Context: an optimization exercise on an open-source flow, tuned for small area and a short achievable clock period. The choices shown serve that exercise and are no tape-out recipe.
In this exercise RTL edits were held to simulation tests only and were not proved equivalent to the original.
Power and IR drop assume default switching activity.

// RGB_to_Gray
module RGB_to_Gray(input CLK, input [7:0] R, input [7:0] G, input [7:0] B, input In_Valid, output reg [7:0] Gray, output reg Out_Valid);
Size in the first run: ~650 cells after synthesis, ~150 flip-flops, roughly 35 I/O pins, about 9400 µm² of cells after synthesis.
export LEC_CHECK = 0
export CAP_MARGIN = 20
export CORE_MARGIN = 2
export CORE_UTILIZATION = 60
export PLACE_DENSITY = 0.75
export SLEW_MARGIN = 20
export SYNTH_HIERARCHICAL = 1
export SYNTH_MINIMUM_KEEP_SIZE = 0
create_clock -name core_clock -period 16.0 [get_ports {CLK}]
standard.sh (not shown) runs the stock make flow with config.mk's settings and CLKGATE_MAP_FILE= SYNTH_SCRIPT=/design/flow/synth_recipe.tcl, a recipe that flattens the netlist after the stock synthesis.
==> flow/flow/run.sh <==
#!/bin/bash
# Standard ORFS layout with the standard synthesis unchanged. Port buffers are
# sky130_fd_sc_hd__buf_2, and timing repair is asked to reach a setup slack of
# 11.95 ns at the design's own clock period and constraints.
set -euo pipefail
export SETUP_SLACK_MARGIN=11.95
export BUFFER_PORTS_ARGS="-buffer_cell sky130_fd_sc_hd__buf_2"
bash standard.sh synth > synth.log 2>&1
bash standard.sh > layout.log 2>&1
The first run finished with timing, DRC and antenna clean.
Rerun with:
Settings changed: CTS_CLUSTER_DIAMETER set to 150, CTS_CLUSTER_SIZE set to 60.
=>
- power does not change
- synthesized area does not change
- worst setup slack does not change
- cell area stays the same
- via count does not change
- clock skew does not change
- global-route usage stays the same


## the previous run
Another version of the RTL of RGB_to_Gray (not shown whole).
Size in the first run: roughly 660 cells after synthesis, ~150 flip-flops.
==> flow/config.mk <==
export PLATFORM = sky130hd
export DESIGN_NAME = RGB_to_Gray
export DESIGN_NICKNAME = RGB_to_Gray
export VERILOG_FILES = /design/flow/design.v
export SDC_FILE = /design/flow/constraint.sdc
export NUM_CORES = 8
export LEC_CHECK = 0
export CAP_MARGIN = 20
export CORE_MARGIN = 2
export CORE_UTILIZATION = 60
export CTS_BUF_LIST = sky130_fd_sc_hd__clkbuf_8
export PLACE_DENSITY = 0.75
export SLEW_MARGIN = 20
export SYNTH_HIERARCHICAL = 1
export SYNTH_MINIMUM_KEEP_SIZE = 0
==> flow/constraint.sdc <==
create_clock -name core_clock -period 16.0 [get_ports {CLK}]
set_input_delay 3.2000 -clock core_clock [delete_from_list [all_inputs] [get_ports {CLK}]]
set_output_delay 3.2000 -clock core_clock [all_outputs]
set_load 0.01 [all_outputs]
==> flow/flow/run.sh <==
#!/bin/bash
# Standard ORFS layout with the standard synthesis unchanged. Port buffers are
# sky130_fd_sc_hd__buf_2, and timing repair is asked to reach a setup slack of
# 11.95 ns at the design's own clock period and constraints.
set -euo pipefail
export SETUP_SLACK_MARGIN=11.95
export CTS_ARGS="-sink_clustering_enable -repair_clock_nets -dont_use_dummy_load -buf_list sky130_fd_sc_hd__clkbuf_16 -sink_clustering_size 50 -sink_clustering_max_diameter 500 -sink_clustering_levels 1"
export BUFFER_PORTS_ARGS="-buffer_cell sky130_fd_sc_hd__buf_2"
bash standard.sh synth > synth.log 2>&1
bash standard.sh > layout.log 2>&1
The previous run | status: complete | timing, DRC, antenna: pass
The inputs of the current run differ from those of the previous run as listed below.
--- a/flow/flow/run.sh
+++ b/flow/flow/run.sh
@@ -5,5 +5,5 @@
 set -euo pipefail
 export SETUP_SLACK_MARGIN=11.95
-export CTS_ARGS="-sink_clustering_enable -repair_clock_nets -dont_use_dummy_load -buf_list sky130_fd_sc_hd__clkbuf_16 -sink_clustering_size 50 -sink_clustering_max_diameter 500 -sink_clustering_levels 1"
+export CTS_ARGS="-sink_clustering_enable -repair_clock_nets -dont_use_dummy_load -buf_list sky130_fd_sc_hd__clkbuf_8"
 export BUFFER_PORTS_ARGS="-buffer_cell sky130_fd_sc_hd__buf_2"
 bash standard.sh synth > synth.log 2>&1
==> comparison <==
- In the flow results for the current run and the previous run, the switching share of total power is larger on the current run.
- From the previous run to the current run, critical path depth did not move at all.
- Global-route usage for the current run: 0.65 points down relative to the previous run
- As far as via count is concerned, the previous run and the current run perform about the same.
- Taking the previous run as the reference point, the proportion of power drawn by combinational gates of the current run rises by 2.8 points.


Starting RTL as in the previous note.
Settings: LEC_CHECK=0, CAP_MARGIN=20, CORE_MARGIN=2, CORE_UTILIZATION=60, CTS_BUF_LIST=sky130_fd_sc_hd__clkbuf_8, PLACE_DENSITY=0.75, SLEW_MARGIN=20, SYNTH_HIERARCHICAL=1, SYNTH_MINIMUM_KEEP_SIZE=0; clock period 16.0 ns.
==> flow/flow/run.sh <==
#!/bin/bash
# Standard ORFS layout with the standard synthesis unchanged. Port buffers are
# sky130_fd_sc_hd__buf_2, and timing repair is asked to reach a setup slack of
# 11.95 ns at the design's own clock period and constraints.
set -euo pipefail
export SETUP_SLACK_MARGIN=11.95
export CTS_ARGS="-sink_clustering_enable -repair_clock_nets -dont_use_dummy_load -buf_list sky130_fd_sc_hd__clkbuf_16 -sink_clustering_size 40 -sink_clustering_max_diameter 80"
export BUFFER_PORTS_ARGS="-buffer_cell sky130_fd_sc_hd__buf_2"
bash standard.sh synth > synth.log 2>&1
bash standard.sh > layout.log 2>&1
The baseline passed the timing, design-rule and antenna checks.
Rerun with:
--- a/flow/flow/run.sh
+++ b/flow/flow/run.sh
@@ -7 +7 @@
-export CTS_ARGS="-sink_clustering_enable -repair_clock_nets -dont_use_dummy_load -buf_list sky130_fd_sc_hd__clkbuf_16 -sink_clustering_size 40 -sink_clustering_max_diameter 80"
+export CTS_ARGS="-sink_clustering_enable -repair_clock_nets -dont_use_dummy_load -buf_list sky130_fd_sc_hd__clkbuf_16 -num_static_layers 1"
- via count stays flat
- power went down by 0.70%
- register-to-register slack got worse by 0.02 ns
- clock skew barely changes
- design area went down by 0.40%
- worst hold slack got worse by 0.0055 ns
- global-route usage went down by 0.31 points
- die area stays the same
- first-iteration DRC count went down by 5.1%
- fmax stays flat
- area after synthesis stays the same


trial 29:
RTL: one of the versions met above, not the one the previous note started from.
Size in the first run: about 650 cells after synthesis, about 35 I/O pins, ~0.0094 mm^2 of cells after synthesis.
Settings: LEC_CHECK=0, CAP_MARGIN=20, CORE_MARGIN=2, CORE_UTILIZATION=65, CTS_BUF_LIST=sky130_fd_sc_hd__clkbuf_8, PLACE_DENSITY=0.8, SLEW_MARGIN=20, SYNTH_HIERARCHICAL=1, SYNTH_MINIMUM_KEEP_SIZE=0; clock period 16.0 ns.
==> flow/flow/run.sh <==
#!/bin/bash
# Standard ORFS layout with the standard synthesis unchanged. Port buffers are
# sky130_fd_sc_hd__buf_2, and timing repair is asked to reach a setup slack of
# 11.95 ns at the design's own clock period and constraints.
set -euo pipefail
export SETUP_SLACK_MARGIN=11.95
export BUFFER_PORTS_ARGS="-buffer_cell sky130_fd_sc_hd__buf_2"
bash standard.sh synth > synth.log 2>&1
bash standard.sh > layout.log 2>&1
For trial 46, these inputs were changed with respect to trial 29:
- CORE_UTILIZATION: 65 -> 60
- PLACE_DENSITY: 0.8 -> 0.75
--- outcome ---
- Trial 46 closes out successfully: all stages finished, all timing, DRC and antenna checks passed.
- When trial 46 is measured against trial 29, its share of post-route cells with drive strength above 1 turns out 1.7 points lower.
- | number of vias per cell | higher: trial 29 |
- The ratio of final minimum period to clock period on trial 46 is in line with that on trial 29.
- Compared with trial 29, in trial 46 number of instances resized during post-cts repair moved down, wire length now sits lower, via count dropped 2.9%.

==> afterwards: timing with drivers on the ports <==
The flow's constraints put no driver on any port. The routed layouts listed below were extracted and timed again, unchanged, in two steps. Step 1 sets driving cells, clkbuf_16 on the clock port and buf_2 on the other inputs (assumed; they add their load-dependent delay and slew). Step 2 moves the port delays by t, midway between the first and last clock arrival at a register: inputs arrive t later, outputs are due t later. That takes back most of the time a late clock gives input paths. Slacks: ideal / step 1 / step 2; pairs: ideal / step 1.
run | shift t [ns] | setup slack, ns | worst setup path at the end | pins driven straight from the clock port
the first run of note 1 | 0.470 | 11.948 / 11.904 / 11.976 | register to register | 1
the second run of note 1 | 0.470 | 11.948 / 11.904 / 11.976 | register to register | 1
the previous run | 0.460 | 11.944 / 11.901 / 12.039 | register to register | 1
the current run | 0.484 | 11.911 / 11.868 / 12.022 | register to register | 1
the first run of note 3 | 0.460 | 11.944 / 11.901 / 12.039 | register to register | 1
the second run of note 3 | 0.464 | 11.944 / 11.899 / 12.019 | register to register | 1
trial 29 | 0.497 | 11.909 / 11.873 / 11.978 | register to register | 1
trial 46 | 0.492 | 11.913 / 11.873 / 12.014 | register to register | 1
After both steps every run listed still meets setup and hold.
